What follows belongs to an exercise in optimizing a design on an open flow for small area and a short achievable clock period; a production flow would make more cautious choices. RTL that was checked went through simulation tests only; none was proved equivalent to the original. Function not checked in runs 2 and 3: the RTL went through the layout flow alone.

File: constraint.sdc
create_clock -name core_clock -period 14.0 [get_ports {clk}]
set_input_delay 2.8000 -clock core_clock [delete_from_list [all_inputs] [get_ports {clk}]]
set_output_delay 2.8000 -clock core_clock [all_outputs]
set_load 0.01 [all_outputs]
File: standard.sh
#!/bin/bash
# synth_recipe.tcl (not shown) runs the flow's synth.tcl, then flattens the netlist and writes it again
# the make line also repeats each setting of config.mk as NAME=value (left out here)
make -C /OpenROAD-flow-scripts/flow DESIGN_CONFIG=/design/flow/config.mk WORK_HOME=/design/flow/orfs CLKGATE_MAP_FILE= SYNTH_SCRIPT=/design/flow/synth_recipe.tcl "${@:-finish}"
File: flow/port_buffers.tcl
# Swap the port buffers of the placed design (delay cells on this platform)
# for plain buffers: buf_1 where the port only feeds one flip-flop's D pin,
# else buf_4; then legalize.
read_db $::env(RES)/3_place.odb
read_liberty $::env(LIB)
set n 0
foreach inst [[ord::get_db_block] getInsts] {
  set name [$inst getName]
  if {![regexp {^(input|output)[0-9]+$} $name]} continue
  set cell sky130_fd_sc_hd__buf_4
  if {[string match input* $name]} {
    set out [$inst findITerm X]
    set loads {}
    foreach it [[$out getNet] getITerms] {
      if {[$it isInputSignal]} { lappend loads $it }
    }
    if {[llength $loads] == 1} {
      set l [lindex $loads 0]
      if {[$l getMTerm] ne "" && [[$l getMTerm] getName] eq "D"} {
        set cell sky130_fd_sc_hd__buf_1
      }
    }
  }
  if {[[$inst getMaster] getName] ne $cell} {
    replace_cell $name $cell
    incr n
  }
}
puts "port buffers replaced: $n"
detailed_placement
check_placement -verbose
write_db $::env(RES)/3_place.odb
File: flow/run.sh
#!/bin/bash
# The standard layout (standard.sh) with these changes:
#  - after placement, the port buffers that buffer_ports made (delay cells on
#    this platform) become plain buffers (buf_1 where the port feeds one
#    flip-flop, else buf_4);
#  - a second timing repair round after global routing (flow/post_grt.tcl).
# Each tool's output goes to a log of its own in this folder.
set -euo pipefail
KNOBS="SETUP_SLACK_MARGIN=9.95 MATCH_CELL_FOOTPRINT=0 POST_GLOBAL_ROUTE_TCL=$PWD/flow/post_grt.tcl"
bash standard.sh $KNOBS synth floorplan place > log_1_place.log 2>&1
RES=orfs/results/sky130hd/array_top/base \
LIB=$FLOW_HOME/platforms/sky130hd/lib/sky130_fd_sc_hd__tt_025C_1v80.lib \
  openroad -no_init -exit flow/port_buffers.tcl > log_2_port_buffers.log 2>&1
bash standard.sh $KNOBS finish > log_3_finish.log 2>&1
File: flow/post_grt.tcl
# Hook run by ORFS at the end of global routing (POST_GLOBAL_ROUTE_TCL): a
# second round of the flow's own timing repair on global-route parasitics,
# then legalize and route the changed nets again.
log_cmd global_route -start_incremental
log_cmd estimate_parasitics -global_routing
repair_timing_helper
log_cmd detailed_placement
log_cmd global_route -end_incremental
log_cmd estimate_parasitics -global_routing
File: design.v
module array_top #(parameter ARRAY_SIZE=4, parameter LOG_ARRAY_SIZE=2) (
    input clk,
    input [(ARRAY_SIZE*ARRAY_SIZE*32)-1:0] weights,
    input [(ARRAY_SIZE*8)-1:0] inputs,
    input [3:0] in_width,
    input [3:0] weight_width,
    input s_in,
    input s_weight,
    output reg [(ARRAY_SIZE*(10+LOG_ARRAY_SIZE)*4)-1:0] psum
    );
    localparam COL_WIDTH = 10+LOG_ARRAY_SIZE;
    localparam MW = 94;     
    wire a8 = in_width[3];
    wire a4 = ~in_width[3] & in_width[2];
    wire w8 = weight_width[3];
    wire w4 = ~weight_width[3] & weight_width[2];
    reg [(ARRAY_SIZE*ARRAY_SIZE*32)-1:0] weight_reg;
    reg [ARRAY_SIZE*MW-1:0] mult_reg;
    reg [ARRAY_SIZE*12-1:0] sgn_reg;
    reg [ARRAY_SIZE-1:0] w8_d, w4_d, s_in_d, s_weight_d;
    reg w8_reg, w4_reg, s_in_reg, s_weight_reg;
    wire [ARRAY_SIZE*MW-1:0] mult;
    genvar r, c;
    generate
        for (r = 0; r < ARRAY_SIZE; r = r + 1) begin: prep
            row_prep rp (
                .x(inputs[r*8 +: 8]), .a8(a8), .a4(a4), .s_in(s_in),
                .v0(mult[r*MW +: 33]), .v1(mult[r*MW+33 +: 21]),
                .c2(mult[r*MW+54 +: 20]), .c3(mult[r*MW+74 +: 20])
            );
        end
    endgenerate
    wire [2:0] sgn = {s_weight, s_weight & ~w8, s_weight & ~w8 & ~w4};
    wire [(ARRAY_SIZE*COL_WIDTH*4)-1:0] tsum;    
    wire [ARRAY_SIZE*8-1:0] tcarry;              
    wire [(ARRAY_SIZE*COL_WIDTH*4)-1:0] tbin;    
    systolic_array #(.ARRAY_SIZE(ARRAY_SIZE), .COL_WIDTH(COL_WIDTH)) sa0(
        .clk(clk),
        .weights(weight_reg),
        .mult(mult_reg),
        .sgn(sgn_reg),
        .tsums(tsum),
        .tcarries(tcarry)
    );
    wire [(ARRAY_SIZE*COL_WIDTH*4)-1:0] psum_next;
    generate
        for (c = 0; c < ARRAY_SIZE*4; c = c + 1) begin: resolve
            assign tbin[c*COL_WIDTH +: COL_WIDTH] = tsum[c*COL_WIDTH +: COL_WIDTH] +
                {3'b000, tcarry[2*c+1], 3'b000, tcarry[2*c], 4'b0000};
        end
        for (c = 0; c < ARRAY_SIZE; c = c + 1) begin: cols
            column_fuse #(.COL_WIDTH(COL_WIDTH)) cf (
                .t(~tbin[c*COL_WIDTH*4 +: COL_WIDTH*4]),
                .w8(w8_d[c]),
                .w4(w4_d[c]),
                .s_in(s_in_d[c]),
                .s_weight(s_weight_d[c]),
                .psum(psum_next[c*COL_WIDTH*4 +: COL_WIDTH*4])
            );
        end
    endgenerate
    always @(posedge clk) begin
        weight_reg <= weights;
        mult_reg <= mult;
        sgn_reg <= {sgn_reg[(ARRAY_SIZE-1)*12-1:0],
                    sgn & {3{~a8 & ~a4}}, sgn & {3{~a8 & ~a4}}, sgn & {3{~a8}}, sgn};
        w8_reg <= w8;
        w4_reg <= w4;
        s_in_reg <= s_in;
        s_weight_reg <= s_weight;
        w8_d <= {w8_d[ARRAY_SIZE-2:0], w8_reg};
        w4_d <= {w4_d[ARRAY_SIZE-2:0], w4_reg};
        s_in_d <= {s_in_d[ARRAY_SIZE-2:0], s_in_reg};
        s_weight_d <= {s_weight_d[ARRAY_SIZE-2:0], s_weight_reg};
        psum <= psum_next;
    end
endmodule
module column_fuse #(parameter COL_WIDTH=12) (
    input [(COL_WIDTH*4)-1:0] t,
    input w8,
    input w4,
    input s_in,
    input s_weight,
    output [(COL_WIDTH*4)-1:0] psum
    );
    wire e0 = s_in;
    wire e1 = s_in | (s_weight & ~w8);
    wire e2 = s_in;
    wire e3 = s_in | s_weight;
    wire [COL_WIDTH-1:0] t0 = t[0*COL_WIDTH +: COL_WIDTH];
    wire [COL_WIDTH-1:0] t1 = t[1*COL_WIDTH +: COL_WIDTH];
    wire [COL_WIDTH-1:0] t2 = t[2*COL_WIDTH +: COL_WIDTH];
    wire [COL_WIDTH-1:0] t3 = t[3*COL_WIDTH +: COL_WIDTH];
    wire [15:0] x0 = {{4{e0 & t0[COL_WIDTH-1]}}, t0};
    wire [15:0] x1 = {{4{e1 & t1[COL_WIDTH-1]}}, t1};
    wire [15:0] x2 = {{4{e2 & t2[COL_WIDTH-1]}}, t2};
    wire [15:0] x3 = {{4{e3 & t3[COL_WIDTH-1]}}, t3};
    wire [15:0] l0 = x0 + {x1[13:0], 2'b00};
    wire [15:0] l1 = x2 + {x3[13:0], 2'b00};
    wire [19:0] r  = {{4{l0[15]}}, l0} + {l1, 4'b0000};
    assign psum = w8 ? {{28{r[19]}}, r} :
                  w4 ? {{8{l1[15]}}, l1, {8{l0[15]}}, l0} :
                  t;
endmodule
module systolic_array #(parameter ARRAY_SIZE=4, parameter COL_WIDTH=12)
    (
        input clk,
        input [ARRAY_SIZE*ARRAY_SIZE*32-1:0] weights,
        input [ARRAY_SIZE*94-1:0] mult,      
        input [ARRAY_SIZE*12-1:0] sgn,    
        output [ARRAY_SIZE*COL_WIDTH*4-1:0] tsums,
        output [ARRAY_SIZE*8-1:0] tcarries
    );
    localparam [COL_WIDTH-1:0] TN_INIT = -1 - 4*1104;
    wire [ARRAY_SIZE*COL_WIDTH*4-1:0] s_fwd [0:ARRAY_SIZE];
    wire [ARRAY_SIZE*8-1:0] c_fwd [0:ARRAY_SIZE];
    assign s_fwd[0] = {(ARRAY_SIZE*4){TN_INIT}};
    assign c_fwd[0] = {(ARRAY_SIZE*8){1'b0}};
    assign tsums = s_fwd[ARRAY_SIZE];
    assign tcarries = c_fwd[ARRAY_SIZE];
    genvar i, j, g;
    generate
        for (i = 0; i < ARRAY_SIZE; i = i + 1) begin: rows
            wire [11*3-1:0] m1_0, m2_0, m3_0;
            wire [7*3-1:0]  m1_1, m2_1, m3_1;
            wire [4*3-1:0]  m1_2, m2_2, m3_2;
            wire [4*3-1:0]  m1_3, m2_3, m3_3;
            for (g = 0; g < 3; g = g + 1) begin: groups
                sign_lookup #(.W(11)) s0 (.f(mult[i*94 +: 11]), .f3(mult[i*94+11 +: 11]), .fn(mult[i*94+22 +: 11]),
                    .sgn(sgn[i*12+0*3+g]), .m1(m1_0[g*11 +: 11]), .m2(m2_0[g*11 +: 11]), .m3(m3_0[g*11 +: 11]));
                sign_lookup #(.W(7))  s1 (.f(mult[i*94+33 +: 7]), .f3(mult[i*94+40 +: 7]), .fn(mult[i*94+47 +: 7]),
                    .sgn(sgn[i*12+1*3+g]), .m1(m1_1[g*7 +: 7]), .m2(m2_1[g*7 +: 7]), .m3(m3_1[g*7 +: 7]));
                sign_lookup_small s2 (.c(mult[i*94+54 +: 20]),
                    .sgn(sgn[i*12+2*3+g]), .m1(m1_2[g*4 +: 4]), .m2(m2_2[g*4 +: 4]), .m3(m3_2[g*4 +: 4]));
                sign_lookup_small s3 (.c(mult[i*94+74 +: 20]),
                    .sgn(sgn[i*12+3*3+g]), .m1(m1_3[g*4 +: 4]), .m2(m2_3[g*4 +: 4]), .m3(m3_3[g*4 +: 4]));
            end
            wire [11*4-1:0] q1_0 = {m1_0[22 +: 11], m1_0[0 +: 11], m1_0[11 +: 11], m1_0[0 +: 11]};
            wire [11*4-1:0] q2_0 = {m2_0[22 +: 11], m2_0[0 +: 11], m2_0[11 +: 11], m2_0[0 +: 11]};
            wire [11*4-1:0] q3_0 = {m3_0[22 +: 11], m3_0[0 +: 11], m3_0[11 +: 11], m3_0[0 +: 11]};
            wire [7*4-1:0]  q1_1 = {m1_1[14 +: 7], m1_1[0 +: 7], m1_1[7 +: 7], m1_1[0 +: 7]};
            wire [7*4-1:0]  q2_1 = {m2_1[14 +: 7], m2_1[0 +: 7], m2_1[7 +: 7], m2_1[0 +: 7]};
            wire [7*4-1:0]  q3_1 = {m3_1[14 +: 7], m3_1[0 +: 7], m3_1[7 +: 7], m3_1[0 +: 7]};
            wire [4*4-1:0]  q1_2 = {m1_2[8 +: 4], m1_2[0 +: 4], m1_2[4 +: 4], m1_2[0 +: 4]};
            wire [4*4-1:0]  q2_2 = {m2_2[8 +: 4], m2_2[0 +: 4], m2_2[4 +: 4], m2_2[0 +: 4]};
            wire [4*4-1:0]  q3_2 = {m3_2[8 +: 4], m3_2[0 +: 4], m3_2[4 +: 4], m3_2[0 +: 4]};
            wire [4*4-1:0]  q1_3 = {m1_3[8 +: 4], m1_3[0 +: 4], m1_3[4 +: 4], m1_3[0 +: 4]};
            wire [4*4-1:0]  q2_3 = {m2_3[8 +: 4], m2_3[0 +: 4], m2_3[4 +: 4], m2_3[0 +: 4]};
            wire [4*4-1:0]  q3_3 = {m3_3[8 +: 4], m3_3[0 +: 4], m3_3[4 +: 4], m3_3[0 +: 4]};
            for (j = 0; j < ARRAY_SIZE; j = j + 1) begin: columns
                wire [COL_WIDTH*4-1:0] s_out;
                wire [7:0] c_out;
                fusion_unit #(.COL_WIDTH(COL_WIDTH), .LAST(0)) fu (
                    .weight(weights[(i*ARRAY_SIZE+j)*32 +: 32]),
                    .sn_in(s_fwd[i][j*COL_WIDTH*4 +: COL_WIDTH*4]),
                    .cn_in(c_fwd[i][j*8 +: 8]),
                    .m1_0(q1_0), .m2_0(q2_0), .m3_0(q3_0),
                    .m1_1(q1_1), .m2_1(q2_1), .m3_1(q3_1),
                    .m1_2(q1_2), .m2_2(q2_2), .m3_2(q3_2),
                    .m1_3(q1_3), .m2_3(q2_3), .m3_3(q3_3),
                    .sn_out(s_out),
                    .cn_out(c_out)
                );
                reg [COL_WIDTH*4-1:0] t_reg;
                always @(posedge clk) t_reg <= s_out;
                assign s_fwd[i+1][j*COL_WIDTH*4 +: COL_WIDTH*4] = t_reg;
                reg [7:0] c_reg;
                always @(posedge clk) c_reg <= c_out;
                assign c_fwd[i+1][j*8 +: 8] = c_reg;
            end
        end
    endgenerate
endmodule
module fusion_unit #(parameter COL_WIDTH=12, parameter LAST=0) (
    input [31:0] weight,
    input [COL_WIDTH*4-1:0] sn_in,
    input [7:0] cn_in,
    input [11*4-1:0] m1_0, m2_0, m3_0,
    input [7*4-1:0]  m1_1, m2_1, m3_1,
    input [4*4-1:0]  m1_2, m2_2, m3_2,
    input [4*4-1:0]  m1_3, m2_3, m3_3,
    output [COL_WIDTH*4-1:0] sn_out,
    output [7:0] cn_out
    );
    genvar q;
    generate
        for (q = 0; q < 4; q = q + 1) begin: digits
            if (LAST) begin: last
                fusion_subunit_last #(.COL_WIDTH(COL_WIDTH)) fs (
                    .d0(weight[0*8 + 2*q +: 2]),
                    .d1(weight[1*8 + 2*q +: 2]),
                    .d2(weight[2*8 + 2*q +: 2]),
                    .d3(weight[3*8 + 2*q +: 2]),
                    .m1_0(m1_0[q*11 +: 11]), .m2_0(m2_0[q*11 +: 11]), .m3_0(m3_0[q*11 +: 11]),
                    .m1_1(m1_1[q*7 +: 7]),   .m2_1(m2_1[q*7 +: 7]),   .m3_1(m3_1[q*7 +: 7]),
                    .m1_2(m1_2[q*4 +: 4]),   .m2_2(m2_2[q*4 +: 4]),   .m3_2(m3_2[q*4 +: 4]),
                    .m1_3(m1_3[q*4 +: 4]),   .m2_3(m2_3[q*4 +: 4]),   .m3_3(m3_3[q*4 +: 4]),
                    .sn_in(sn_in[q*COL_WIDTH +: COL_WIDTH]),
                    .cn_in(cn_in[q*2 +: 2]),
                    .sn_out(sn_out[q*COL_WIDTH +: COL_WIDTH])
                );
                assign cn_out[q*2 +: 2] = 2'b00;
            end else begin: mid
                fusion_subunit #(.COL_WIDTH(COL_WIDTH)) fs (
                    .d0(weight[0*8 + 2*q +: 2]),
                    .d1(weight[1*8 + 2*q +: 2]),
                    .d2(weight[2*8 + 2*q +: 2]),
                    .d3(weight[3*8 + 2*q +: 2]),
                    .m1_0(m1_0[q*11 +: 11]), .m2_0(m2_0[q*11 +: 11]), .m3_0(m3_0[q*11 +: 11]),
                    .m1_1(m1_1[q*7 +: 7]),   .m2_1(m2_1[q*7 +: 7]),   .m3_1(m3_1[q*7 +: 7]),
                    .m1_2(m1_2[q*4 +: 4]),   .m2_2(m2_2[q*4 +: 4]),   .m3_2(m3_2[q*4 +: 4]),
                    .m1_3(m1_3[q*4 +: 4]),   .m2_3(m2_3[q*4 +: 4]),   .m3_3(m3_3[q*4 +: 4]),
                    .sn_in(sn_in[q*COL_WIDTH +: COL_WIDTH]),
                    .cn_in(cn_in[q*2 +: 2]),
                    .sn_out(sn_out[q*COL_WIDTH +: COL_WIDTH]),
                    .cn_out(cn_out[q*2 +: 2])
                );
            end
        end
    endgenerate
endmodule
module fusion_subunit #(parameter COL_WIDTH=12) (
    input [1:0] d0, d1, d2, d3,
    input [10:0] m1_0, m2_0, m3_0,
    input [6:0]  m1_1, m2_1, m3_1,
    input [3:0]  m1_2, m2_2, m3_2,
    input [3:0]  m1_3, m2_3, m3_3,
    input [COL_WIDTH-1:0] sn_in,
    input [1:0] cn_in,
    output [COL_WIDTH-1:0] sn_out,
    output [1:0] cn_out
    );
    wire [10:0] pn0;
    wire [6:0]  pn1;
    wire [3:0]  pn2, pn3;
    bitbrick #(.W(11), .ZERO(11'd1024)) bb0 (.d(d0), .m1(m1_0), .m2(m2_0), .m3(m3_0), .pn(pn0));
    bitbrick #(.W(7), .ZERO(7'd64))  bb1 (.d(d1), .m1(m1_1), .m2(m2_1), .m3(m3_1), .pn(pn1));
    bitbrick #(.W(4), .ZERO(4'd6))   bb2 (.d(d2), .m1(m1_2), .m2(m2_2), .m3(m3_2), .pn(pn2));
    bitbrick #(.W(4), .ZERO(4'd6))   bb3 (.d(d3), .m1(m1_3), .m2(m2_3), .m3(m3_3), .pn(pn3));
    wire n1, n2;
    assign n1 = sn_in[0] ^ pn0[0] ^ pn1[0];
    assign n2 = (sn_in[0] & pn0[0]) | (sn_in[0] & pn1[0]) | (pn0[0] & pn1[0]);
    wire n3, n4;
    assign n3 = sn_in[1] ^ pn0[1] ^ pn1[1];
    assign n4 = (sn_in[1] & pn0[1]) | (sn_in[1] & pn1[1]) | (pn0[1] & pn1[1]);
    wire n5, n6;
    assign n5 = sn_in[2] ^ pn0[2] ^ pn1[2];
    assign n6 = (sn_in[2] & pn0[2]) | (sn_in[2] & pn1[2]) | (pn0[2] & pn1[2]);
    wire n7, n8;
    assign n7 = sn_in[3] ^ pn0[3] ^ pn1[3];
    assign n8 = (sn_in[3] & pn0[3]) | (sn_in[3] & pn1[3]) | (pn0[3] & pn1[3]);
    wire n9, n10;
    assign n9 = sn_in[4] ^ cn_in[0] ^ pn0[4];
    assign n10 = (sn_in[4] & cn_in[0]) | (sn_in[4] & pn0[4]) | (cn_in[0] & pn0[4]);
    wire n11, n12;
    assign n11 = pn2[1] ^ pn3[1] ^ n2;
    assign n12 = (pn2[1] & pn3[1]) | (pn2[1] & n2) | (pn3[1] & n2);
    wire n13, n14;
    assign n13 = pn2[2] ^ pn3[2] ^ n4;
    assign n14 = (pn2[2] & pn3[2]) | (pn2[2] & n4) | (pn3[2] & n4);
    wire n15, n16;
    assign n15 = pn2[3] ^ pn3[3] ^ n6;
    assign n16 = (pn2[3] & pn3[3]) | (pn2[3] & n6) | (pn3[3] & n6);
    wire n17, n18;
    assign n17 = pn1[4] ^ n8 ^ n9;
    assign n18 = (pn1[4] & n8) | (pn1[4] & n9) | (n8 & n9);
    wire n19, n20;
    assign n19 = sn_in[5] ^ pn0[5] ^ pn1[5];
    assign n20 = (sn_in[5] & pn0[5]) | (sn_in[5] & pn1[5]) | (pn0[5] & pn1[5]);
    wire n21, n22;
    assign n21 = sn_in[6] ^ pn0[6] ^ pn1[6];
    assign n22 = (sn_in[6] & pn0[6]) | (sn_in[6] & pn1[6]) | (pn0[6] & pn1[6]);
    wire n23, n24;
    assign n23 = n5 ^ n12 ^ n13;
    assign n24 = (n5 & n12) | (n5 & n13) | (n12 & n13);
    wire n25, n26;
    assign n25 = n7 ^ n14 ^ n15;
    assign n26 = (n7 & n14) | (n7 & n15) | (n14 & n15);
    wire n27, n28;
    assign n27 = n10 ^ n19 ^ n18;
    assign n28 = (n10 & n19) | (n10 & n18) | (n19 & n18);
    wire n29, n30;
    assign n29 = n20 ^ n21;
    assign n30 = n20 & n21;
    wire n31, n32;
    assign n31 = sn_in[7] ^ pn0[7] ^ n22;
    assign n32 = (sn_in[7] & pn0[7]) | (sn_in[7] & n22) | (pn0[7] & n22);
    wire n33, n34;
    assign n33 = sn_in[8] ^ cn_in[1] ^ pn0[8];
    assign n34 = (sn_in[8] & cn_in[1]) | (sn_in[8] & pn0[8]) | (cn_in[1] & pn0[8]);
    wire n35, n36;
    assign n35 = sn_in[9] ^ pn0[9];
    assign n36 = sn_in[9] & pn0[9];
    wire n37, n38;
    assign n37 = sn_in[10] ^ pn0[10];
    assign n38 = sn_in[10] & pn0[10];
    wire cy1;
    assign sn_out[0] = pn2[0] ^ pn3[0] ^ n1;
    assign cy1 = (pn2[0] & pn3[0]) | (pn2[0] & n1) | (pn3[0] & n1);
    wire cy2;
    assign sn_out[1] = n3 ^ n11 ^ cy1;
    assign cy2 = (n3 & n11) | (n3 & cy1) | (n11 & cy1);
    wire cy3;
    assign sn_out[2] = n23 ^ cy2;
    assign cy3 = n23 & cy2;
    assign sn_out[3] = n24 ^ n25 ^ cy3;
    assign cn_out[0] = (n24 & n25) | (n24 & cy3) | (n25 & cy3);
    wire cy5;
    assign sn_out[4] = n26 ^ n16 ^ n17;
    assign cy5 = (n26 & n16) | (n26 & n17) | (n16 & n17);
    wire cy6;
    assign sn_out[5] = n27 ^ cy5;
    assign cy6 = n27 & cy5;
    wire cy7;
    assign sn_out[6] = n28 ^ n29 ^ cy6;
    assign cy7 = (n28 & n29) | (n28 & cy6) | (n29 & cy6);
    assign sn_out[7] = n30 ^ n31 ^ cy7;
    assign cn_out[1] = (n30 & n31) | (n30 & cy7) | (n31 & cy7);
    wire cy9;
    assign sn_out[8] = n32 ^ n33;
    assign cy9 = n32 & n33;
    wire cy10;
    assign sn_out[9] = n34 ^ n35 ^ cy9;
    assign cy10 = (n34 & n35) | (n34 & cy9) | (n35 & cy9);
    wire cy11;
    assign sn_out[10] = n36 ^ n37 ^ cy10;
    assign cy11 = (n36 & n37) | (n36 & cy10) | (n37 & cy10);
    assign sn_out[11] = n38 ^ sn_in[11] ^ cy11;
endmodule
module fusion_subunit_last #(parameter COL_WIDTH=12) (
    input [1:0] d0, d1, d2, d3,
    input [10:0] m1_0, m2_0, m3_0,
    input [6:0]  m1_1, m2_1, m3_1,
    input [3:0]  m1_2, m2_2, m3_2,
    input [3:0]  m1_3, m2_3, m3_3,
    input [COL_WIDTH-1:0] sn_in,
    input [1:0] cn_in,
    output [COL_WIDTH-1:0] sn_out
    );
    wire [10:0] pn0;
    wire [6:0]  pn1;
    wire [3:0]  pn2, pn3;
    bitbrick #(.W(11), .ZERO(11'd1024)) bb0 (.d(d0), .m1(m1_0), .m2(m2_0), .m3(m3_0), .pn(pn0));
    bitbrick #(.W(7), .ZERO(7'd64))  bb1 (.d(d1), .m1(m1_1), .m2(m2_1), .m3(m3_1), .pn(pn1));
    bitbrick #(.W(4), .ZERO(4'd6))   bb2 (.d(d2), .m1(m1_2), .m2(m2_2), .m3(m3_2), .pn(pn2));
    bitbrick #(.W(4), .ZERO(4'd6))   bb3 (.d(d3), .m1(m1_3), .m2(m2_3), .m3(m3_3), .pn(pn3));
    wire n1, n2;
    assign n1 = sn_in[0] ^ pn0[0] ^ pn1[0];
    assign n2 = (sn_in[0] & pn0[0]) | (sn_in[0] & pn1[0]) | (pn0[0] & pn1[0]);
    wire n3, n4;
    assign n3 = sn_in[1] ^ pn0[1] ^ pn1[1];
    assign n4 = (sn_in[1] & pn0[1]) | (sn_in[1] & pn1[1]) | (pn0[1] & pn1[1]);
    wire n5, n6;
    assign n5 = sn_in[2] ^ pn0[2] ^ pn1[2];
    assign n6 = (sn_in[2] & pn0[2]) | (sn_in[2] & pn1[2]) | (pn0[2] & pn1[2]);
    wire n7, n8;
    assign n7 = sn_in[3] ^ pn0[3] ^ pn1[3];
    assign n8 = (sn_in[3] & pn0[3]) | (sn_in[3] & pn1[3]) | (pn0[3] & pn1[3]);
    wire n9, n10;
    assign n9 = sn_in[4] ^ cn_in[0] ^ pn0[4];
    assign n10 = (sn_in[4] & cn_in[0]) | (sn_in[4] & pn0[4]) | (cn_in[0] & pn0[4]);
    wire n11, n12;
    assign n11 = pn2[1] ^ pn3[1] ^ n2;
    assign n12 = (pn2[1] & pn3[1]) | (pn2[1] & n2) | (pn3[1] & n2);
    wire n13, n14;
    assign n13 = pn2[2] ^ pn3[2] ^ n4;
    assign n14 = (pn2[2] & pn3[2]) | (pn2[2] & n4) | (pn3[2] & n4);
    wire n15, n16;
    assign n15 = pn2[3] ^ pn3[3] ^ n6;
    assign n16 = (pn2[3] & pn3[3]) | (pn2[3] & n6) | (pn3[3] & n6);
    wire n17, n18;
    assign n17 = pn1[4] ^ n8 ^ n9;
    assign n18 = (pn1[4] & n8) | (pn1[4] & n9) | (n8 & n9);
    wire n19, n20;
    assign n19 = sn_in[5] ^ pn0[5] ^ pn1[5];
    assign n20 = (sn_in[5] & pn0[5]) | (sn_in[5] & pn1[5]) | (pn0[5] & pn1[5]);
    wire n21, n22;
    assign n21 = sn_in[6] ^ pn0[6] ^ pn1[6];
    assign n22 = (sn_in[6] & pn0[6]) | (sn_in[6] & pn1[6]) | (pn0[6] & pn1[6]);
    wire n23, n24;
    assign n23 = pn2[0] ^ pn3[0] ^ n1;
    assign n24 = (pn2[0] & pn3[0]) | (pn2[0] & n1) | (pn3[0] & n1);
    wire n25, n26;
    assign n25 = n3 ^ n11;
    assign n26 = n3 & n11;
    wire n27, n28;
    assign n27 = n5 ^ n12 ^ n13;
    assign n28 = (n5 & n12) | (n5 & n13) | (n12 & n13);
    wire n29, n30;
    assign n29 = n7 ^ n14 ^ n15;
    assign n30 = (n7 & n14) | (n7 & n15) | (n14 & n15);
    wire n31, n32;
    assign n31 = n16 ^ n17;
    assign n32 = n16 & n17;
    wire n33, n34;
    assign n33 = n10 ^ n19 ^ n18;
    assign n34 = (n10 & n19) | (n10 & n18) | (n19 & n18);
    wire n35, n36;
    assign n35 = n20 ^ n21;
    assign n36 = n20 & n21;
    wire n37, n38;
    assign n37 = sn_in[7] ^ pn0[7] ^ n22;
    assign n38 = (sn_in[7] & pn0[7]) | (sn_in[7] & n22) | (pn0[7] & n22);
    wire n39, n40;
    assign n39 = sn_in[8] ^ cn_in[1] ^ pn0[8];
    assign n40 = (sn_in[8] & cn_in[1]) | (sn_in[8] & pn0[8]) | (cn_in[1] & pn0[8]);
    wire n41, n42;
    assign n41 = sn_in[9] ^ pn0[9];
    assign n42 = sn_in[9] & pn0[9];
    wire n43, n44;
    assign n43 = sn_in[10] ^ pn0[10];
    assign n44 = sn_in[10] & pn0[10];
    wire [11:0] ra = {n44, n42, n40, n38, n36, n34, n32, n30, n28, n26, n24, n23};
    wire [11:0] rb = {sn_in[11], n43, n41, n39, n37, n35, n33, n31, n29, n27, n25, 1'b0};
    assign sn_out = ra + rb;
endmodule
module bitbrick #(parameter W=11, parameter [W-1:0] ZERO={1'b1, {(W-1){1'b0}}}) (
    input [1:0] d,
    input [W-1:0] m1,
    input [W-1:0] m2,
    input [W-1:0] m3,
    output [W-1:0] pn
    );
    wire s0 = ~d[1] & ~d[0];
    wire s1 = ~d[1] & d[0];
    wire s2 = d[1] & ~d[0];
    wire s3 = d[1] & d[0];
    assign pn = ~(({W{s1}} & m1) | ({W{s2}} & m2) | ({W{s3}} & m3) | ({W{s0}} & ZERO));
endmodule
module row_prep (
    input [7:0] x,
    input a8,
    input a4,
    input s_in,
    output [32:0] v0,     
    output [20:0] v1,     
    output [19:0] c2,     
    output [19:0] c3      
    );
    wire a2 = ~a8 & ~a4;
    wire [10:0] x8  = {{3{s_in & x[7]}}, x};
    wire [10:0] x4l = {{7{s_in & x[3]}}, x[3:0]};
    wire [10:0] x2a = {{9{s_in & x[1]}}, x[1:0]};
    wire [6:0]  x4h = {{3{s_in & x[7]}}, x[7:4]};
    wire [6:0]  x2b = {{5{s_in & x[3]}}, x[3:2]};
    wire [10:0] t8  = x8 + {x8[9:0], 1'b0};
    wire [10:0] t4l = x4l + {x4l[9:0], 1'b0};
    wire [10:0] t2a = x2a + {x2a[9:0], 1'b0};
    wire [6:0]  t4h = x4h + {x4h[5:0], 1'b0};
    wire [6:0]  t2b = x2b + {x2b[5:0], 1'b0};
    wire [10:0] n8  = -x8;
    wire [10:0] n4l = -x4l;
    wire [10:0] n2a = -x2a;
    wire [6:0]  n4h = -x4h;
    wire [6:0]  n2b = -x2b;
    assign v0 = {({11{a8}} & n8) | ({11{a4}} & n4l) | ({11{a2}} & n2a),
                 ({11{a8}} & t8) | ({11{a4}} & t4l) | ({11{a2}} & t2a),
                 ({11{a8}} & x8) | ({11{a4}} & x4l) | ({11{a2}} & x2a)};
    assign v1 = {({7{a4}} & n4h) | ({7{a2}} & n2b),
                 ({7{a4}} & t4h) | ({7{a2}} & t2b),
                 ({7{a4}} & x4h) | ({7{a2}} & x2b)};
    small_codes sc2 (.f(x[5:4]), .s(s_in), .en(a2), .c(c2));
    small_codes sc3 (.f(x[7:6]), .s(s_in), .en(a2), .c(c3));
endmodule
module small_codes (
    input [1:0] f,
    input s,
    input en,
    output [19:0] c
    );
    wire signed [4:0] v = {{3{s & f[1]}}, f};
    wire [4:0] k1 = v + 5'd6;
    wire [4:0] k2 = (v <<< 1) + 5'd6;
    wire [4:0] k2n = 5'd6 - (v <<< 1);
    wire [4:0] k3 = v + (v <<< 1) + 5'd6;
    wire [4:0] k3n = 5'd6 - v;
    assign c = en ? {k3n[3:0], k3[3:0], k2n[3:0], k2[3:0], k1[3:0]} : {5{4'd6}};
endmodule
module sign_lookup #(parameter W=11) (
    input [W-1:0] f,
    input [W-1:0] f3,
    input [W-1:0] fn,
    input sgn,
    output [W-1:0] m1,
    output [W-1:0] m2,
    output [W-1:0] m3
    );
    localparam [W-1:0] TOP = {1'b1, {(W-1){1'b0}}};
    assign m1 = f ^ TOP;
    assign m2 = (sgn ? {fn[W-2:0], 1'b0} : {f[W-2:0], 1'b0}) ^ TOP;
    assign m3 = (sgn ? fn : f3) ^ TOP;
endmodule
module sign_lookup_small (
    input [19:0] c,
    input sgn,
    output [3:0] m1,
    output [3:0] m2,
    output [3:0] m3
    );
    assign m1 = c[3:0];
    assign m2 = sgn ? c[11:8] : c[7:4];
    assign m3 = sgn ? c[19:16] : c[15:12];
endmodule
File: config.mk
export PLATFORM = sky130hd
export DESIGN_NAME = array_top
export DESIGN_NICKNAME = array_top
export VERILOG_FILES = /design/flow/design.v
export SDC_FILE = /design/flow/constraint.sdc
export NUM_CORES = 8
export LEC_CHECK = 0
export ABC_AREA = 1
export CAP_MARGIN = 0
export CORE_MARGIN = 2
export CORE_UTILIZATION = 50
export CTS_CLUSTER_DIAMETER = 100
export CTS_CLUSTER_SIZE = 25
export SETUP_SLACK_MARGIN = 0.2
export SLEW_MARGIN = 0
==> results.json, run 1 <==
{
  "max_cap_violations": 0,
  "area_growth_from_synthesis_to_layout_pct": 15.4,
  "synthesis.instances": 15200,
  "grt_antenna_before_repair": 71,
  "core.rowCount": 185,
  "grt_pass1_wl_mm": 713,
  "worstPathMaxFanout": 8,
  "pre_cts_ws_ns": 8.35,
  "clock_tree_from_tritoncts": "built",
  "num_io_pins": 747,
  "synth_enable_flop_cells": 0,
  "slowest_stage_delay_cp_ns": 0.35,
  "detailedPlacementHpwl_mm": 431,
  "detail_route.drc_violations": 0,
  "mostFrequentLayoutCells": "inv_1, nand2_1, dfxtp_1",
  "grtUsageTotal_pct": 38.5,
  "fin_worst_skew_ns": 0.0444,
  "die_area_mm2": 0.259,
  "final-hold-violation-count": 0,
  "wire_length_per_cell_after_detailed_routing_um": 26.1,
  "post_synthesis_cell_area_mm2": 0.127,
  "worstHoldStart": "s_in_reg$_DFF_P_",
  "via_count": 109000,
  "layout_worst_path_cycle_share_pct": 29.6,
  "synthesis.area_per_instance_um2": 8.41,
  "finalSetupViolations": 0,
  "synth_sequential_area_ratio_pct": 29.9,
  "fp.coreArea_mm2": 0.254,
  "final_critical_path_setup_slack_ns": 9.86,
  "data_arrival_time_of_the_worst_path_ns": 4.83,
  "worst_setup_path_startpoint": "sa0.rows[3].columns[1].t_reg[4]$_DFF_P_",
  "worst-r2r-cell-count": 29,
  "total_routed_length_mm": 512,
  "setup-tns-final_ns": 0,
  "hold-worst-slack_ns": 0.336,
  "drtPass1Iterations": 9,
  "timing.critical_path.to_type": "flop",
  "drt-initial-drc-count": 12200,
  "yosys.cell_types.count": 55,
  "max-slew-margin-rel_pct": 13.9,
  "grt_pass1_vias": 104000,
  "place_congestion": 1.04,
  "overflow": 0,
  "holdBufCountCts": 0,
  "postSynth.topFlopCell": "dfxtp_1",
  "grt_max_degree": 54,
  "mostFrequentLayoutCell": "inv_1",
  "worst_skew_pair.late_latency_ns": 0.84,
  "yosysWarningCount": 2,
  "final_net_count": 18800,
  "clock_root_buffer": "clkbuf_16",
  "worstPathRequired_ns": 14.69,
  "finalCriticalPeriod_ns": 4.14,
  "hold-path-cell-count": 0,
  "numCtsBuffers": 108,
  "finish.utilization_pct": 58.0,
  "numClockSinks": 1904,
  "hp-class": "flop to flop",
  "postSynthNetCount": 17900,
  "critical_path_s_most_frequent_cell": "nand2_4",
  "dieWidth_um": 509,
  "start_util_pct": 50.2,
  "port_buffers": 742,
  "worstSetupStartpointType": "flop",
  "worstMarginPinSlew_ns": 1.28,
  "layout_cells_sized_above_1_pct": 12.3,
  "synth_async_sr_flop_share_pct": 0,
  "timing.critical_path.slowest_stage_cell": "dfxtp_2",
  "fmaxAchievable_ghz": 0.242,
  "largest_register_ffs": 768,
  "die_h_um": 509,
  "worstReg2RegStart": "sa0.rows[3].columns[1].t_reg[4]$_DFF_P_",
  "postCtsResizedCells": 832,
  "run_status": "complete, no violations",
  "viasPerCell": 5.57,
  "antenna_left": 0,
  "ctsHtreeMaxLevel": 3,
  "drv_slew": 0,
  "critical_path_class": "flop to flop",
  "post-cts-setup-buffers": 90,
  "max-clock-path-buffers": 3,
  "ys_ff_latch": 1904,
  "worst_setup_hold_path_clk_slew_ns": 0.10
}
==> logic make-up after synthesis <==
logic type                 count (synthesis)  share of synthesized area (%)
muxes                                      2                         0.0157
adders and majority gates               2167                           29.5
xor gates and xnor gates                 313                           2.20
AOI/OAI and AO/OA                       2769                           13.4
DFF                                     1904                           29.9
and+or+nand+nor                         4562                           14.8
buffers and inverters                   3438                           10.2
==> worst max-delay path: cells and delay by family (launching register included) <==
kind / cells / cell delay [ns]
and+or+nand+nor: 16 / 1.72
adders and majority gates: 4 / 0.89
xor gates and xnor gates: 2 / 0.39
AOI/OAI and AO/OA: 3 / 0.39
DFF: 1 / 0.35
buffers and inverters: 4 / 0.25
==> worst paths after layout <==
kind | to | slack, ns
min | s_in_d[0]$_DFF_P_ | 0.34
max | psum[85]$_DFF_P_ | 9.86
max reg2reg | psum[85]$_DFF_P_ | 9.86
min reg2reg | s_in_d[0]$_DFF_P_ | 0.34
==> layer usage <==
layer,wire (um),vias to the layer above,global-route usage [%]
met2,230000,5561,61.3
met4,46200,22,28.3
li1,-,50500,-
met5,134,-,0
met3,36000,1590,4.66
met1,200000,51400,48.2
==> synthesized netlist by cell type, drive strengths merged (30+ instances only) <==
cell type | instances | area (um2)
clkbuf | 277 | 1040
a22oi | 60 | 450
fa | 1396 | 27900
o21a | 30 | 225
xnor2 | 111 | 972
dfxtp | 1904 | 38100
a21oi | 713 | 3570
nor3 | 94 | 480
nand3 | 869 | 4450
o21ai | 799 | 4000
clkinv | 41 | 154
buf | 30 | 183
xor2 | 202 | 1840
o311ai | 33 | 289
a21boi | 52 | 390
o211ai | 257 | 1930
ha | 771 | 9650
o22ai | 369 | 2310
nand2 | 2663 | 10200
o221ai | 108 | 946
nand4 | 31 | 239
a221oi | 239 | 2090
nor2 | 887 | 3340
inv | 3090 | 11600
==> stage by stage <==
stage | instance area [um2] | instances
finish | 147000 | 19600
CTS | 143000 | 19400
detailed placement | 139000 | 19100
global placement | 139000 | 19100
floorplan | 128000 | 15200
==> layout make-up <==
| cell class | count | area, um2 |
|---|---|---|
| flip-flops and latches | 1904 | 38600 |
| clock inverters | 61 | 833 |
| well taps | 3366 | 4210 |
| inverters | 3131 | 11900 |
| fillers | 23500 | 107000 |
| repair buffers | 1095 | 7410 |
| multi-input cells | 9825 | 81100 |
| clock buffers | 121 | 2860 |
| diodes | 77 | 193 |
==> inputs of run 2 (changes only) <==
--- a/design.v
+++ b/design.v
@@ -45,8 +45,12 @@
     wire [(ARRAY_SIZE*COL_WIDTH*4)-1:0] psum_next;
     generate
         for (c = 0; c < ARRAY_SIZE*4; c = c + 1) begin: resolve
-            assign tbin[c*COL_WIDTH +: COL_WIDTH] = tsum[c*COL_WIDTH +: COL_WIDTH] +
-                {3'b000, tcarry[2*c+1], 3'b000, tcarry[2*c], 4'b0000};
+            carry_resolve cr (
+                .s(tsum[c*COL_WIDTH +: COL_WIDTH]),
+                .c4(tcarry[2*c]),
+                .c8(tcarry[2*c+1]),
+                .u(tbin[c*COL_WIDTH +: COL_WIDTH])
+            );
         end
         for (c = 0; c < ARRAY_SIZE; c = c + 1) begin: cols
             column_fuse #(.COL_WIDTH(COL_WIDTH)) cf (
@@ -102,6 +106,26 @@
                   w4 ? {{8{l1[15]}}, l1, {8{l0[15]}}, l0} :
                   t;
 endmodule
+module carry_resolve (
+    input [11:0] s,
+    input c4,
+    input c8,
+    output [11:0] u
+    );
+    wire g4 = c4 & (&s[7:4]);
+    assign u[3:0] = s[3:0];
+    assign u[4] = s[4] ^ c4;
+    assign u[5] = s[5] ^ (c4 & s[4]);
+    assign u[6] = s[6] ^ (c4 & (&s[5:4]));
+    assign u[7] = s[7] ^ (c4 & (&s[6:4]));
+    wire [3:0] h = s[11:8];
+    wire one = c8 ^ g4;
+    wire two = c8 & g4;
+    assign u[8]  = h[0] ^ one;
+    assign u[9]  = h[1] ^ (one & h[0]) ^ two;
+    assign u[10] = h[2] ^ ((one & (&h[1:0])) | (two & h[1]));
+    assign u[11] = h[3] ^ ((one & (&h[2:0])) | (two & (&h[2:1])));
+endmodule
 module systolic_array #(parameter ARRAY_SIZE=4, parameter COL_WIDTH=12)
     (
         input clk,
==> run 2 against run 1 <==
Compared with the run above:
- utilization decreased by 0.32 points
- via count increased by 0.52%
- design area decreased by 0.47%
- critical path type unchanged
- highest routed layer unchanged
==> results.json, run 2 <==
{
  "run_status": "complete, no violations",
  "worst_skew_pair.late_latency_ns": 0.85,
  "worstPathRequired_ns": 14.73,
  "max_cap_violations": 0,
  "drtPass1Iterations": 9,
  "final_critical_path_setup_slack_ns": 9.50,
  "post-cts-setup-buffers": 137,
  "finalSetupViolations": 0,
  "stdcell_area_mm2": 0.146,
  "synthesis.instances": 15100,
  "fin_worst_skew_ns": 0.0733,
  "viasPerCell": 5.61,
  "detailed_place.area_mm2": 0.139,
  "synth.largest_area_cell": "dfxtp_1",
  "timing.critical_path.slowest_stage_cell": "dfxtp_2",
  "ctsHtreeMaxLevel": 3,
  "synth.most_common_cell": "inv_1",
  "critical_path.n_buffers_inverters": 4,
  "critical_path_class": "flop to flop",
  "yosysWarningCount": 2,
  "finalCriticalPeriod_ns": 4.50,
  "max-slew-margin-rel_pct": 22.1,
  "largest_register_ffs": 768,
  "start_util_pct": 50.2,
  "port_buffers": 742,
  "total_routed_length_mm": 517,
  "synth_async_sr_flop_share_pct": 0,
  "holdBufCountCts": 0,
  "mostFrequentLayoutCell": "inv_1",
  "mostFrequentLayoutCells": "inv_1, nand2_1, dfxtp_1",
  "drv_slew": 0,
  "hp-class": "flop to flop",
  "setup-tns-final_ns": 0,
  "numClockSinks": 1905,
  "drt-initial-drc-count": 11300,
  "yosys.cell_types.count": 57,
  "overflow": 0,
  "dieWidth_um": 509,
  "synth.top_cells.by_count": "inv_1, nand2_1, dfxtp_1, fa_1, nor2_1",
  "numCtsBuffers": 103,
  "place_congestion": 1.03,
  "slowest_stage_delay_cp_ns": 0.34,
  "wire_length_per_cell_after_detailed_routing_um": 26.5,
  "detailedPlacementHpwl_mm": 435,
  "fmaxAchievable_ghz": 0.222,
  "detail_route.drc_violations": 0,
  "critical_path_s_most_frequent_cell": "nand2_4",
  "data_arrival_time_of_the_worst_path_ns": 5.23,
  "synth_enable_flop_cells": 0,
  "die_h_um": 509,
  "num_io_pins": 747,
  "synth_area_leaders": "dfxtp_1, fa_1, inv_1",
  "area_growth_from_synthesis_to_layout_pct": 14.9,
  "worst_setup_hold_path_clk_slew_ns": 0.10,
  "synth_sequential_area_ratio_pct": 29.9,
  "postSynth.topFlopCell": "dfxtp_1",
  "critical_path.top_delay_family": "simple AND/OR/NAND/NOR gates",
  "timing.critical_path.to_type": "flop",
  "layout_cells_sized_above_1_pct": 11.4,
  "post_synthesis_cell_area_mm2": 0.127,
  "clock_root_buffer": "clkbuf_16",
  "hold-worst-slack_ns": 0.353,
  "grt_pass1_wl_mm": 722,
  "postCtsResizedCells": 790,
  "yosysTopAreaCellShare_pct": 29.9,
  "postSynthNetCount": 17900,
  "core.rowCount": 185,
  "fillCellCount": 23300,
  "clock_tree_from_tritoncts": "built",
  "die_area_mm2": 0.259,
  "final_net_count": 18800,
  "antenna_left": 0,
  "worstMarginPinSlew_ns": 1.17,
  "pre_cts_ws_ns": 8.14,
  "worstSetupStartpointType": "flop",
  "synthesis.area_per_instance_um2": 8.42,
  "grt_max_degree": 44,
  "grt_antenna_before_repair": 65,
  "grt_pass1_vias": 105000,
  "grtUsageTotal_pct": 38.9,
  "fp.coreArea_mm2": 0.254,
  "layout_worst_path_cycle_share_pct": 32.2,
  "max-clock-path-buffers": 3,
  "worstPathMaxFanout": 8,
  "ys_ff_latch": 1905,
  "final-hold-violation-count": 0,
  "via_count": 110000
}
run 2: cell types whose count changed after synthesis, sizes merged, moves of 35 or more:
cell	delta
nor2	+43
inv	-129
o22ai	-137
nand2	+192
o211ai	+123
a21oi	-174
a221oi	+35
run 2: final timing paths:
check | from | to | slack (ns) | depth (start not counted)
setup / recovery | sa0.rows[3].columns[2].c_reg[0]$_DFF_P_ | psum[134]$_DFF_P_ | 9.50 | 28
hold / removal | s_in_reg$_DFF_P_ | s_in_d[0]$_DFF_P_ | 0.35 | 0
setup reg to reg | sa0.rows[3].columns[2].c_reg[0]$_DFF_P_ | psum[134]$_DFF_P_ | 9.50 | 28
hold reg to reg | s_in_reg$_DFF_P_ | s_in_d[0]$_DFF_P_ | 0.35 | 0
run 2: kinds of logic after synthesis:
group	Yosys count	synth area share, %
simple gates	4806	15.5
buf+inv	3306	9.80
compound gates	2627	13.0
fa+ha+maj	2167	29.5
flops	1905	29.9
xor+xnor	328	2.27
mux	5	0.0393
run 2: final cells by class:
| type | count | area [um2] | area share, % |
|---|---|---|---|
| antenna | 43 | 108 | 0.0735 |
| clock buffer | 118 | 2770 | 1.89 |
| clock inverter | 44 | 619 | 0.423 |
| inverter | 3000 | 11400 | 7.79 |
| multi-input combinational | 9944 | 81000 | 55.3 |
| sequential | 1905 | 38500 | 26.3 |
| tap | 3366 | 4210 | 2.88 |
| timing repair buffer | 1123 | 7830 | 5.34 |
run 2: routing by layer:
metal  GRT usage [%]  wire (um)
met4            29.2      47500
met3            5.02      37900
met5               0         74
met2            62.3     234000
met1            48.2     198000
run 2: metrics by stage:
step / util (%) / std cells
floorplan: - / 15100
global placement: 54.8 / 19100
detailed placement: 54.8 / 19100
CTS: 56.3 / 19400
finish: 57.7 / 19500
==> inputs of run 3 (changes only) <==
==> flow/run.sh (replaced) <==
#!/bin/bash
set -euo pipefail
KNOBS="SETUP_SLACK_MARGIN=9.95 MATCH_CELL_FOOTPRINT=0"
bash standard.sh $KNOBS synth floorplan place > log_1_place.log 2>&1
RES=orfs/results/sky130hd/array_top/base \
LIB=$FLOW_HOME/platforms/sky130hd/lib/sky130_fd_sc_hd__tt_025C_1v80.lib \
  openroad -no_init -exit flow/port_buffers.tcl > log_2_port_buffers.log 2>&1
bash standard.sh $KNOBS finish > log_3_finish.log 2>&1
removed: flow/post_grt.tcl
==> run 3 against run 2 <==
Compared with the run above:
- design area fell by 0.28%
- clock-buffer cell count unchanged
==> results.json, run 3 <==
{
  "run_status": "complete, no violations",
  "drv_slew": 0,
  "grt_max_degree": 44,
  "finalSetupViolations": 0,
  "fin_worst_skew_ns": 0.0751,
  "synth.top_cells.by_count": "inv_1, nand2_1, dfxtp_1, fa_1, nor2_1",
  "post_synthesis_cell_area_mm2": 0.127,
  "layout_cells_sized_above_1_pct": 11.0,
  "overflow": 0,
  "clock_tree_from_tritoncts": "built",
  "grt_use_met3_pct": 5.02,
  "critical_path.n_buffers_inverters": 2,
  "drtPass1Iterations": 6,
  "num_io_pins": 747,
  "synth_sequential_area_ratio_pct": 29.9,
  "finalCriticalPeriod_ns": 4.56,
  "worstPathCellList": "nand3_1, xor2_1, ha_1, nand2_1, o21bai_1, a21oi_1, nor2_1, o21ai_0, nand2_1, xor2_1, inv_1, ha_1, buf_6, a221oi_2, nand3_2, nand2_1, nand3b_4, nand2_4, nand2_4, nand3_4, nand3_4, nand2_1",
  "use_met1_pct": 48.2,
  "total_routed_length_mm": 516,
  "synth_area_leaders": "dfxtp_1, fa_1, inv_1",
  "synth.most_common_cell": "inv_1",
  "grt_antenna_before_repair": 65,
  "synth_async_sr_flop_share_pct": 0,
  "grtUsageTotal_pct": 38.9,
  "detail_route.drc_violations": 0,
  "mostFrequentLayoutCells": "inv_1, nand2_1, dfxtp_1",
  "via_count": 109000,
  "worstHoldStart": "s_in_reg$_DFF_P_",
  "setup-tns-final_ns": 0,
  "wire_length_per_cell_after_detailed_routing_um": 26.4,
  "xor_xnor_cell_area_share_of_the_yosys_netlist_pct": 2.27,
  "max-slew-margin-rel_pct": 21.9,
  "postSynth.topFlopCell": "dfxtp_1",
  "numCtsBuffers": 103,
  "numClockSinks": 1905,
  "critical_path_s_most_frequent_cell": "nand2_1",
  "setup_repair_after_global_routing_missed_its_margin": "true",
  "drt-initial-drc-count": 11600,
  "worstPathRequired_ns": 14.72,
  "synthMuxAreaShare_pct": 0.0393,
  "gr-max-usage-layer": "met2",
  "hp-class": "flop to flop",
  "worstReg2RegStart": "sa0.rows[3].columns[2].t_reg[29]$_DFF_P_",
  "final_net_count": 18800,
  "data_arrival_time_of_the_worst_path_ns": 5.28,
  "grt_use_met2_pct": 62.3,
  "layout_worst_path_cycle_share_pct": 32.6,
  "worstMarginPinSlew_ns": 1.17,
  "place_congestion": 1.03,
  "yosysTopAreaCellShare_pct": 29.9,
  "final-hold-violation-count": 0,
  "worstPathMaxFanout": 7,
  "max_cap_violations": 0,
  "largest_register_ffs": 768,
  "viasPerCell": 5.60,
  "synthesis.instances": 15100,
  "yosysWarningCount": 2,
  "synthesis.area_per_instance_um2": 8.42,
  "max-clock-path-buffers": 3,
  "area_growth_from_synthesis_to_layout_pct": 14.5,
  "critical_path.top_delay_family": "simple AND/OR/NAND/NOR gates",
  "ctsHtreeMaxLevel": 3,
  "critical_path_class": "flop to flop",
  "slowest_stage_delay_cp_ns": 0.80,
  "detailedPlacementHpwl_mm": 435,
  "mostFrequentLayoutCell": "inv_1",
  "fp.coreArea_mm2": 0.254,
  "place_inst": 19100,
  "postSynthNetCount": 17900,
  "synth-compound-area-share_pct": 13.0,
  "yosys.cell_types.count": 57,
  "instances_no_fill": 19500,
  "grt_pass1_vias": 105000,
  "dieWidth_um": 509,
  "worstSetupStartpointType": "flop",
  "timing.critical_path.to_type": "flop",
  "clock_root_buffer": "clkbuf_16",
  "die_h_um": 509,
  "core.rowCount": 185,
  "port_buffers": 742,
  "worst_skew_pair.late_latency_ns": 0.84,
  "synth.largest_area_cell": "dfxtp_1",
  "fmaxAchievable_ghz": 0.219,
  "worst_setup_hold_path_clk_slew_ns": 0.09,
  "synthSimpleGateAreaFrac_pct": 15.5,
  "ys_ff_latch": 1905,
  "combinational_family_with_the_most_area_after_synthesis": "adder cells",
  "fillCellCount": 23400,
  "timing.critical_path.slowest_stage_cell": "xor2_1",
  "grt_pass1_wl_mm": 722,
  "synth_enable_flop_cells": 0,
  "start_util_pct": 50.2,
  "antenna_left": 0,
  "worst_setup_path_startpoint": "sa0.rows[3].columns[2].t_reg[29]$_DFF_P_",
  "synthAdderAreaFrac_pct": 29.5,
  "die_area_mm2": 0.259
}
==> run 3: cell counts after synthesis <==
No cell type changed its count.
==> run 3: layer usage <==
| layer | wire, um | part of all wire [%] |
|---|---|---|
| met3 | 37800 | 7.3 |
| met4 | 46600 | 9.0 |
| met1 | 198000 | 38 |
| met5 | 74 | 0.014 |
| met2 | 234000 | 45 |
==> run 3: path summary, 6_finish.rpt <==
path	to	slack [ns]	cells past startpoint
worst min register to register	s_in_d[0]$_DFF_P_	0.35	0
worst max-delay path	psum[130]$_DFF_P_	9.44	22
worst min-delay path	s_in_d[0]$_DFF_P_	0.35	0
worst max register to register	psum[130]$_DFF_P_	9.44	22
==> run 3: repair_timing <==
| action | 4_1_cts | 5_1_grt |
|---|---|---|
| hold buffers | 0 | 0 |
| pin swaps | 139 | 173 |
| resized for setup | 790 | 612 |
| gates cloned | 11 | 0 |
| setup endpoints to repair | 766 | 506 |
| setup buffers | 137 | 75 |
==> run 3: kinds of logic after synthesis <==
kind of cell	after synthesis
AND/OR/NAND/NOR	4806
XOR/XNOR	328
flip-flops	1905
buffers and inverters	3306
adder cells (fa/ha/maj)	2167
multiplexers	5
AO/OA/AOI/OAI	2627
==> run 3: per-stage QoR <==
stage / setup slack (ns) / hold slack [ns] / instance area [um2] / util [%]
2_1_floorplan: 9.76 / 0.310 / 128000 / -
5_1_grt: 9.29 / 0.351 / 146000 / 57.5
3_3_place_gp: 8.13 / 0.319 / 139000 / 54.8
6_report: 9.44 / 0.351 / 146000 / 57.5
4_1_cts: 9.50 / 0.350 / 143000 / 56.3
3_5_place_dp: 8.14 / 0.329 / 139000 / 54.8
==> run 3: layout make-up <==
class | count | area, um2 | area share, %
multi-input combinational | 9944 | 80800 | 55.3
sequential | 1905 | 38500 | 26.4
inverter | 3000 | 11400 | 7.81
timing repair buffer | 1103 | 7630 | 5.23
tap | 3366 | 4210 | 2.88
clock buffer | 118 | 2770 | 1.90
clock inverter | 44 | 619 | 0.424
antenna | 46 | 115 | 0.0788

-- static timing again, ports no longer ideal --
The flow's constraints put no driver on any port. The routed layouts listed below were extracted and timed again, unchanged, in two steps. Step 1 (the two cells are an assumption about what drives the block):
set clk [get_ports {clk}]
set_driving_cell -lib_cell sky130_fd_sc_hd__clkbuf_16 $clk
set_driving_cell -lib_cell sky130_fd_sc_hd__buf_2 [delete_from_list [all_inputs] $clk]
Step 2 adds t to the input delays and takes it off the output delays; t is the mean of the earliest and latest rising clock arrival at the registers after step 1. Input paths then give back, and output paths get back, about the clock's delay inside the block. a / b / c = ideal ports / drivers / drivers and shift; a / b = the first two.
run	t (ns)	slack for setup (ns)	worst hold slack (ns)	worst setup path after step 2	worst slew at a driven data input, ns
run 1	0.924	9.862 / 9.812 / 9.159	0.336 / 0.336 / 0.336	input to register	0.22
run 2	0.923	9.497 / 9.497 / 9.188	0.353 / 0.353 / 0.353	input to register	0.21
run 3	0.919	9.441 / 9.441 / 9.148	0.351 / 0.351 / 0.351	input to register	0.20
After both steps setup and hold are still met in every run listed. For run 1, which loses most, drivers alone change the setup slack by -0.050 ns; drivers and shift together by -0.703 ns.
